Source: an optimization exercise on an open RTL-to-GDS flow (aim: small area). Production flows keep margins and buffers that such runs may drop. Only simulation tests tie the RTL to the original design; equivalence was not proved. Power and IR drop assume default switching activity.

Setup of lane 3:
// Frankie
module Frankie(
	input clock,
	input reset,
	input [15:0] io_in,
	output [15:0] io_out,
	output [15:0] mem_addr,
	output [15:0] mem_wdata,
	output mem_we,
	input [15:0] mem_rdata
	);
	reg [2:0] st;
	reg kern;             
	reg [15:0] pc, sp, mary, shel, ra, copc, comary, io_q;
	reg [15:2] ir;
	reg comp;
	localparam [2:0] S_F = 3'd0, S_D = 3'd1, S_E1 = 3'd2, S_E2 = 3'd3, S_K = 3'd4;
	wire sF = (st == S_F);
	wire sD = (st == S_D);
	wire sE1 = (st == S_E1);
	wire sE2 = (st == S_E2);
	wire sK = (st == S_K);
	wire rF = sF & ~reset;
	wire rD = sD & ~reset;
	wire rE1 = sE1 & ~reset;
	wire rE2 = sE2 & ~reset;
	wire rK = sK & ~reset;
	wire [4:0] op = ir[14:10];
	wire f = ir[15];
	wire [7:0] imm = ir[9:2];
	wire io = &imm;
	wire [15:0] memval = io ? io_in : mem_rdata;
	wire o_aput = (op == 5'd0);
	wire o_sput = (op == 5'd1);
	wire o_aadd = (op == 5'd2);
	wire o_asub = (op == 5'd3);
	wire o_spek = (op == 5'd4);
	wire o_spop = (op == 5'd5);
	wire o_rpop = (op == 5'd6);
	wire o_jimm = (op == 5'd7);
	wire o_jacc = (op == 5'd8);
	wire o_jcmp = (op == 5'd9);
	wire o_jret = (op == 5'd10);
	wire o_jfnc = (op == 5'd11);
  ...
Size: roughly 930 cells after synthesis, ~150 flip-flops, ~83 I/O pins, ~8600 sq um of cells after synthesis.
==> flow/config.mk <==
export PLATFORM = sky130hd
export DESIGN_NAME = Frankie
export DESIGN_NICKNAME = Frankie
export VERILOG_FILES = /design/flow/design.v
export SDC_FILE = /design/flow/constraint.sdc
export NUM_CORES = 4
export LEC_CHECK = 0
export CAP_MARGIN = 0
export CORE_MARGIN = 2
export CORE_UTILIZATION = 40
export GPL_TIMING_DRIVEN = 0
export PLACE_DENSITY = 0.6
export SLEW_MARGIN = 0
==> flow/constraint.sdc <==
create_clock -name core_clock -period 8.0 [get_ports {clock}]
set_input_delay 1.6000 -clock core_clock [delete_from_list [all_inputs] [get_ports {clock}]]
set_output_delay 1.6000 -clock core_clock [all_outputs]
set_load 0.01 [all_outputs]
standard.sh (not shown) runs the stock make flow with config.mk's settings and CLKGATE_MAP_FILE= SYNTH_SCRIPT=/design/flow/synth_recipe.tcl, a recipe that flattens the netlist after the stock synthesis.
==> flow/flow/run.sh <==
#!/bin/bash
# Own flow: the standard layout, with
#  - synthesis mapping the logic with an area-oriented ABC script (flow/synth.tcl, flow/area.abc),
#  - the smallest buffer on each port,
#  - a clock tree built from small clock buffers, without dummy loads.
# Each step's full output goes to a log file in this folder.
set -euo pipefail
W=$(pwd)
bash standard.sh SYNTH_SCRIPT=$W/flow/synth.tcl synth > $W/synth.log 2>&1
grep -q "abc with script" orfs/logs/*/Frankie/base/1_2_yosys.log
# the rest of the standard layout
bash standard.sh \
  "BUFFER_PORTS_ARGS=-buffer_cell sky130_fd_sc_hd__buf_1" \
  "CTS_ARGS=-sink_clustering_enable -repair_clock_nets -dont_use_dummy_load -buf_list sky130_fd_sc_hd__clkbuf_8 -root_buf sky130_fd_sc_hd__clkbuf_8" \
  finish > $W/layout.log 2>&1
==> flow/flow/area.abc <==
strash; dc2; &get -n; &deepsyn -T 40; &put; dch -f; amap; topo; stime -c; upsize -D 5000; dnsize -D 5000
==> flow/flow/synth.tcl <==
# The standard synthesis (synth_recipe.tcl), with ABC's technology mapping run on an
# area-oriented script (area.abc beside this file) instead of ORFS's speed script.
# Registers are mapped before ABC runs, so their names and cells are unchanged.
proc synth {args} { yosys synth -nofsm -noshare {*}$args }
set ::area_abc [file join [file dirname [file normalize [info script]]] area.abc]
proc abc {args} {
  set i [lsearch -exact $args -script]
  if {$i >= 0} {
    set args [lreplace $args [expr {$i + 1}] [expr {$i + 1}] $::area_abc]
  }
  puts "abc with script $::area_abc"
  yosys abc {*}$args
}
source $::env(SCRIPTS_DIR)/synth.tcl
# left out here: clear keep_hierarchy, flatten, clean up, hide names made inside functions, write 1_2_yosys.v
The inputs of lane 1 differ from those of lane 3 as listed below.
--- a/flow/flow/run.sh
+++ b/flow/flow/run.sh
@@ -13,3 +13,3 @@
   "BUFFER_PORTS_ARGS=-buffer_cell sky130_fd_sc_hd__buf_1" \
   "CTS_ARGS=-sink_clustering_enable -repair_clock_nets -dont_use_dummy_load -buf_list sky130_fd_sc_hd__clkbuf_8 -root_buf sky130_fd_sc_hd__clkbuf_8" \
-  finish > $W/layout.log 2>&1
+  RECOVER_POWER=100 finish > $W/layout.log 2>&1
Results
Finished, but not clean: lane 1, with max-capacitance violations, max-slew violations.
NOTE: headroom to the max-slew limit in lane 1 falls short of that of lane 3
NOTE: least setup slack across all paths after layout in lane 1 falls short of that of lane 3
Compared to lane 3, lane 1 has number of distinct standard cells referenced by the synthesized netlist 5 higher.
Lane 1 ended with less power share of the clock group than lane 3.
The number of cells on the critical path of lane 1 is higher than that of lane 3.
Lane 1 reports its category of the critical setup timing path as reg -> reg while lane 3 reports in -> reg.

[afterwards: timing with drivers on the ports]
The flow's constraints put no driver on any port. The routed layouts listed below were extracted and timed again, unchanged, in two steps. Step 1, drivers: a clkbuf_16 drives clock and a buf_2 each remaining input, both assumed. Step 2 moves the port delays by t, midway between the first and last clock arrival at a register: inputs arrive t later, outputs are due t later. That takes back most of the time a late clock gives input paths. a / b / c = no drivers / after step 1 / after step 2; a / b = the first two.
run	shift t [ns]	slack for setup (ns)	worst hold slack (ns)	worst setup path at the end
lane 3	0.506	0.292 / 0.313 / -0.193	0.485 / 0.485 / 0.485	input to register
lane 1	0.491	0.243 / 0.243 / -0.206	0.465 / 0.465 / 0.465	input to register
For lane 3, which loses most, drivers alone change the setup slack by +0.021 ns; drivers and shift together by -0.485 ns.
